Background: an optimization exercise with open tools, aiming at small area, a short achievable clock period and few clock cycles per item. Do not read the settings as production practice.
The RTL was checked by simulation tests, not by an equivalence proof against the original design.
No activity file was given, so power comes from the tool's default toggle rates.

==> flow/design.v <==
`timescale 1ns / 1ps
module muldiv#(parameter DATA_WIDTH = 32)
(
    input                         clk_i,
    input                         rst_i,
    input                         stall_i,
    input  [DATA_WIDTH-1 : 0]     a_i,
    input  [DATA_WIDTH-1 : 0]     b_i,
    input                         req_i,
    input  [ 2 : 0]               operation_sel_i,
    output reg [DATA_WIDTH-1 : 0] muldiv_result_o,
    output reg                    ready_o
);
function [31:0] prefix_or;
    input [31:0] x;
    integer l, k;
    begin
        prefix_or = x;
        for (l = 0; l < 5; l = l + 1)
            for (k = 0; k < 32; k = k + 1)
                if (k[l])
                    prefix_or[k] = prefix_or[k] | prefix_or[((k >> l) << l) - 1];
    end
endfunction
function [33:0] add33;
    input [32:0] x, y;
    input        ci;
    reg   [32:0] p, g, gg, pp, c;
    reg          g0;
    integer l, k;
    begin
        p  = x ^ y;
        g  = x & y;
        g0 = g[0] | (p[0] & ci);
        gg = g;
        pp = p;
        for (l = 0; l < 5; l = l + 1)
            for (k = 1; k < 33; k = k + 1)
                if ((k - 1) & (1 << l)) begin
                    gg[k] = gg[k] | (pp[k] & gg[(((k - 1) >> l) << l)]);
                    pp[k] = pp[k] & pp[(((k - 1) >> l) << l)];
                end
        c[0] = g0;
        for (k = 1; k < 33; k = k + 1)
            c[k] = gg[k] | (pp[k] & g0);
        add33 = {c[32], p ^ {c[31:0], ci}};
    end
endfunction
wire is_div   = operation_sel_i[2];
wire is_rem   = operation_sel_i[2] & operation_sel_i[1];
wire b_zero   = ~|b_i;
wire a_zero   = ~|a_i;
wire div_zero = is_div & b_zero;
wire a_signed = ~operation_sel_i[0] | (operation_sel_i == 3'b001);
wire b_signed = (operation_sel_i == 3'b000) | (operation_sel_i == 3'b001)
              | (operation_sel_i == 3'b100) | (operation_sel_i == 3'b110);
wire sa = a_i[31] & a_signed;
wire sb = b_i[31] & b_signed;
wire [31:0] a_pre = prefix_or(a_i);
wire [31:0] ua    = a_i ^ ({32{sa}} & {a_pre[30:0], 1'b0});
reg  [15:0] v1; reg [15:0] e1;
reg  [7:0]  v2; reg [15:0] e2;
reg  [3:0]  v3; reg [11:0] e3;
reg  [1:0]  v4; reg [7:0]  e4;
reg  [4:0]  lead;
integer j;
always @(*) begin
    for (j = 0; j < 16; j = j + 1) begin
        v1[j] = ua[2*j+1] | ua[2*j];
        e1[j] = ua[2*j+1];
    end
    for (j = 0; j < 8; j = j + 1) begin
        v2[j]         = v1[2*j+1] | v1[2*j];
        e2[2*j+:2]    = v1[2*j+1] ? {1'b1, e1[2*j+1]} : {1'b0, e1[2*j]};
    end
    for (j = 0; j < 4; j = j + 1) begin
        v3[j]         = v2[2*j+1] | v2[2*j];
        e3[3*j+:3]    = v2[2*j+1] ? {1'b1, e2[4*j+2+:2]} : {1'b0, e2[4*j+:2]};
    end
    for (j = 0; j < 2; j = j + 1) begin
        v4[j]         = v3[2*j+1] | v3[2*j];
        e4[4*j+:4]    = v3[2*j+1] ? {1'b1, e3[6*j+3+:3]} : {1'b0, e3[6*j+:3]};
    end
    lead = v4[1] ? {1'b1, e4[7:4]} : {1'b0, e4[3:0]};
    if (div_zero) lead = 5'd31;
end
reg  [31:0] R, Q;
reg  [4:0]  cnt;
reg         busy, ps, nb;
reg         f_div, f_inv;
reg         f_selq, f_neg, f_mh;
wire start = req_i & ~busy & ~ready_o;
wire        inv  = sb ^ is_div;
wire [33:0] sum  = add33({R, f_div & nb}, {f_div, b_i ^ {32{f_inv}}}, f_inv);
wire        take  = f_div ? sum[33] : nb;
wire [31:0] R_nxt = take ? sum[31:0] : {R[30:0], nb};
wire        c_hi  = ~f_div & nb & sum[33];
wire [30:0] q_inc = Q[30:0] + 31'd1;
wire        q_in  = f_div ? sum[33] : (nb ? sum[32] : R[31]);
wire [31:0] Q_nxt = {c_hi ? q_inc : Q[30:0], q_in};
wire [32:0] ua_sh = {ua, 1'b0};
wire        last  = (cnt == 5'd0);
wire        nz    = ~a_zero | div_zero;
always @(posedge clk_i)
begin
    ps <= stall_i;
    if (rst_i) begin
        busy    <= 1'b0;
        ready_o <= 1'b0;
    end else begin
        busy    <= (start & nz) | (busy & ~last);
        ready_o <= (start & ~nz) | (busy & last) | (ready_o & ps);
    end
    if (start) begin
        f_div  <= is_div;
        f_inv  <= inv;
        f_selq <= is_div ? ~is_rem : (operation_sel_i[1:0] != 2'b00);
        f_neg  <= is_rem ? sa : ((sa ^ sb) & ~div_zero);
        f_mh   <= ~is_div & (operation_sel_i[1:0] != 2'b00);
        R      <= 32'd0;
        Q      <= 32'd0;
        cnt    <= lead;
        nb     <= ~div_zero | ua[31];
    end else if (busy) begin
        R   <= R_nxt;
        Q   <= Q_nxt;
        cnt <= cnt - 5'd1;
        nb  <= ua_sh[cnt];
    end
end
wire [31:0] res_x = f_selq ? Q : R;
wire        r_nz  = f_mh & (|R);
wire [31:0] x_pre = prefix_or(res_x);
always @(*)
    muldiv_result_o = res_x ^ ({32{f_neg}} & ({x_pre[30:0], 1'b0} | {32{r_nz}}));
endmodule    
export LEC_CHECK = 0
export CAP_MARGIN = 20
export CORE_MARGIN = 2
export CORE_UTILIZATION = 40
export PLACE_DENSITY = 0.6
export SETUP_SLACK_MARGIN = 1.5
export SLEW_MARGIN = 20
create_clock -name core_clock -period 5.0 [get_ports {clk_i}]
run.sh (not shown) runs the stock make flow with config.mk's settings and CLKGATE_MAP_FILE= SYNTH_SCRIPT=/design/flow/synth_recipe.tcl, a recipe that flattens the netlist after the stock synthesis.
Testbench counts at the start, summed over its fixed seeds: cycles 35,912, ops 2,048.
Next try:
--- a/flow/design.v
+++ b/flow/design.v
@@ -84,14 +84,14 @@
     lead = v4[1] ? {1'b1, e4[7:4]} : {1'b0, e4[3:0]};
     if (div_zero) lead = 5'd31;
 end
-reg  [31:0] R, Q;
+reg  [31:0] R, Q, B;
 reg  [4:0]  cnt;
 reg         busy, ps, nb;
 reg         f_div, f_inv;
 reg         f_selq, f_neg, f_mh;
 wire start = req_i & ~busy & ~ready_o;
 wire        inv  = sb ^ is_div;
-wire [33:0] sum  = add33({R, f_div & nb}, {f_div, b_i ^ {32{f_inv}}}, f_inv);
+wire [33:0] sum  = add33({R, f_div & nb}, {f_div, B}, f_inv);
 wire        take  = f_div ? sum[33] : nb;
 wire [31:0] R_nxt = take ? sum[31:0] : {R[30:0], nb};
 wire        c_hi  = ~f_div & nb & sum[33];
@@ -112,6 +112,7 @@
         ready_o <= (start & ~nz) | (busy & last) | (ready_o & ps);
     end
     if (start) begin
+        B      <= b_i ^ {32{inv}};
         f_div  <= is_div;
         f_inv  <= inv;
         f_selq <= is_div ? ~is_rem : (operation_sel_i[1:0] != 2'b00);
What happened: The new run passed the timing, design-rule and antenna checks. Clock power rises by a few percent. Critical path depth fell by 2. Total power stays flat. Flip-flop and latch count grows by 32. Setup slack improves by 0.41 ns. Non-clock buffer count is lower by 94. Die area rose by about a fifth. Area after synthesis climbs by about a fifth. Count of clock-buffer cells in the layout came out higher by 2. Wire length falls by roughly a tenth. Core utilization falls by 8.7 points. Global-route usage shrinks by 5.1 points. Sequential share of layout area grows by 8.3 points.
Testbench counts after the change, summed over its fixed seeds: cycles 35,912, ops 2,048.

## afterwards: timing with drivers on the ports
No port has a modelled driver above. Below, the same layouts with a new extraction and two added sets of constraints. Step 1 assumes that a clkbuf_16 drives the clock port and a buf_2 every other input. Step 2 moves the port delays by t, midway between the first and last clock arrival at a register: inputs arrive t later, outputs are due t later. That takes back most of the time a late clock gives input paths. a / b / c = ideal ports / drivers / drivers and shift; a / b = the first two.
run	t, ns	slack for setup (ns)	hold WS [ns]	worst setup path after step 2	worst slew at a driven data input, ns
the first run	0.395	0.743 / 0.699 / 0.846	0.506 / 0.506 / 0.506	input to register	0.04
the second run	0.411	1.155 / 1.110 / 1.223	0.470 / 0.471 / 0.471	input to register	0.05
After both steps setup and hold are still met in every run listed.
